Source: an optimization exercise on an open RTL-to-GDS flow (aim: small area and a short achievable clock period). Production flows keep margins and buffers that such runs may drop.
Where RTL was checked, it was by simulation tests only, not by an equivalence proof against the original.

Setup of job 101:
// main
module main (
    input wire clk,
    input wire rst,
    input wire [7:0] in,
    input wire [2:0] op,
    input wire apply,
    output wire [7:0] tail,
    output wire empty,
    output reg valid
);
    reg [7:0] q0, q1, q2, q3, q4;
    reg [2:0] c;     
    assign tail  = q0;
    assign empty = (c == 3'd0);
    reg [7:0] a, b;
    always @* begin
        case ({c[2], c[0]})
            2'd0: begin a = q1; b = q0; end
            2'd1: begin a = q2; b = q1; end
            2'd2: begin a = q3; b = q2; end
            default: begin a = q4; b = q3; end
        endcase
    end
    wire [7:0] quo, rem;
    divu8 u_div (.n(b), .d(a), .q(quo), .r(rem));
    wire       sub = op[2];
    wire [7:0] sum, prod;
    addsub8 u_as (.a(a), .b(b), .sub(sub), .y(sum));
    mul8lo u_mul (.a(a), .b(b), .p(prod));
    reg [7:0] res;
    always @* begin
        case (op)
            3'd0:    res = in;
            3'd3:    res = prod;
            3'd5:    res = quo;
            3'd6:    res = rem;
            default: res = sum;
        endcase
    end
    wire full = c[2] & c[0];
    wire ge2  = c[2] | c[1];
    wire ge1  = c != 3'd0;
    wire bad = (op == 3'd7)
             | ((op == 3'd0) & full)
             | ((op == 3'd1) & ~ge1)
             | ((op != 3'd0) & (op != 3'd1) & ~ge2)
             | (((op == 3'd5) | (op == 3'd6)) & (a == 8'd0));
    always @(posedge clk) begin
        if (apply && op != 3'd1) begin
            q0 <= res;
            q1 <= q0;
            q2 <= q1;
            q3 <= q2;
            q4 <= q3;
        end
    end
    always @(posedge clk or posedge rst) begin
        if (rst) begin
            c     <= 3'd0;
            valid <= 1'b1;
  ...
clock: 15.5 ns
lec_check: 0
abc_area: 1
cap_margin: 0
core_margin: 2
core_utilization: 60
setup_slack_margin: 5
slew_margin: 0
tns_end_percent: 10
run.sh (not shown) runs the stock make flow with config.mk's settings and CLKGATE_MAP_FILE= SYNTH_SCRIPT=/design/flow/synth_recipe.tcl, a recipe that flattens the netlist after the stock synthesis.
Job 101 closes out successfully: all stages finished, all timing, DRC and antenna checks passed.
Input changes introduced in job 102 (baseline for comparison: job 101):
Settings: CAP_MARGIN: 0 -> 20; TNS_END_PERCENT: 10 -> unset; SLEW_MARGIN: 0 -> 20.
Findings:
- Job 102: worst setup margin 0.019 ns below job 101
- Per the final summary, job 102 finished and its layout is clean on timing, DRC and antenna.
- Going from job 101 to job 102, hold violation count in the final report stayed essentially flat; met3 wirelength from detailed routing +about 18%; count of multi-input gates did not really move.
Function was not checked in any run of this note: the RTL went through the layout flow alone.

* * *

## the reference run
Another version of the RTL of main (not shown whole).
Size: about 510 cells after synthesis, roughly 24 I/O pins, roughly 4300 um^2 of cells after synthesis.
export LEC_CHECK = 0
export ABC_AREA = 1
export CAP_MARGIN = 0
export CORE_MARGIN = 2
export CORE_UTILIZATION = 60
export SETUP_SLACK_MARGIN = 3
export SLEW_MARGIN = 0
export TNS_END_PERCENT = 10
create_clock -name core_clock -period 15.5 [get_ports {clk}]
The reference run was carried through to the last stage, and its layout satisfied the timing, design-rule and antenna checks.
The following lists how the trial run was set up differently from the reference run:
Settings: SETUP_SLACK_MARGIN changed from 3 to 5.
==> summary.txt <==
In the flow results for the reference run and the trial run, the final-layout worst hold slack is smaller on the trial run. Lower proportion of cell area occupied by registers goes to the trial run over the reference run. [compare] base=the reference run new=the trial run: global-route track usage on met3 now sits higher; buffers plus inverters on the worst setup path picked up an extra 2; number of antenna violations at the first check in global routing comparable; total number of cells along the worst setup path up 3.2%. Number of post-CTS setup repair buffers on the trial run is up relative to the reference run. Vias: the trial run above the reference run. From the reference run to the trial run the numbers moved as follows: growth of design area from synthesis to finish saw an increase; number of distinct library cells after synthesis level.

* * *

alpha:
Another version of the RTL of main (not shown whole).
For scale: ~530 cells after synthesis, ~24 I/O pins, ~4200 um2 of cells after synthesis.
make LEC_CHECK=0 ABC_AREA=1 CAP_MARGIN=0 CORE_MARGIN=2 CORE_UTILIZATION=60 SETUP_SLACK_MARGIN=2.5 SLEW_MARGIN=0 TNS_END_PERCENT=10 finish   # period 15.5 ns
What beta does differently from alpha at the input level:
Settings: SETUP_SLACK_MARGIN changed from 2.5 to 3; CORE_UTILIZATION changed from 60 to 70.
Notes after the runs:
Going from alpha to beta, minimum clock period after layout went down by 310 ps, synthesized netlist cell count was more or less identical, cell area after layout went up by about 1.1%. Inserted tap cell count, alpha and beta: larger value in alpha. Die area (higher): alpha. Compared with alpha, beta shows a higher routing usage on met1. Cell count (lower): beta.
#### Input delta (gamma over beta)
Settings: SETUP_SLACK_MARGIN: 3 -> 5; CORE_UTILIZATION: 70 -> 60.
==> comparison <==
As far as xor/xnor share of the synthesized area goes, beta and gamma are indistinguishable; the numbers are identical. Comparing gamma with beta, the count of pins over their slew limit came out essentially unchanged. On gamma: sequential share of layout area is 5.1 points lower than what beta gave. Re maximum net fanout on the critical path: beta and gamma aren't equal, and the lower value belongs to gamma.

separate check: timing with driven ports:
The flow's constraints put no driver on any port. The routed layouts listed below were extracted and timed again, unchanged, in two steps.
Step 1 assumes that a clkbuf_16 drives the clock port and a buf_2 every other input.
Step 2 moves the port delays by t, midway between the first and last clock arrival at a register: inputs arrive t later, outputs are due t later. That takes back most of the time a late clock gives input paths.
Three values: no drivers, after step 1, after step 2; two values: the first two.
run | t (ns) | setup slack, ns | slew at the worst register clock pin (ns)
job 101 | 0.321 | 5.230 / 5.230 / 5.230 | 0.08 / 0.08
job 102 | 0.324 | 5.210 / 5.210 / 5.210 | 0.08 / 0.08
the reference run | 0.322 | 3.900 / 3.900 / 3.900 | 0.08 / 0.08
the trial run | 0.325 | 4.861 / 4.861 / 4.651 | 0.09 / 0.09
alpha | 0.324 | 3.539 / 3.539 / 3.304 | 0.08 / 0.08
beta | 0.331 | 3.850 / 3.850 / 3.557 | 0.10 / 0.10
gamma | 0.318 | 4.418 / 4.418 / 4.239 | 0.08 / 0.08
After both steps every run listed still meets setup and hold. For beta, which loses most, drivers alone change the setup slack by 0.000 ns; drivers and shift together by -0.293 ns.
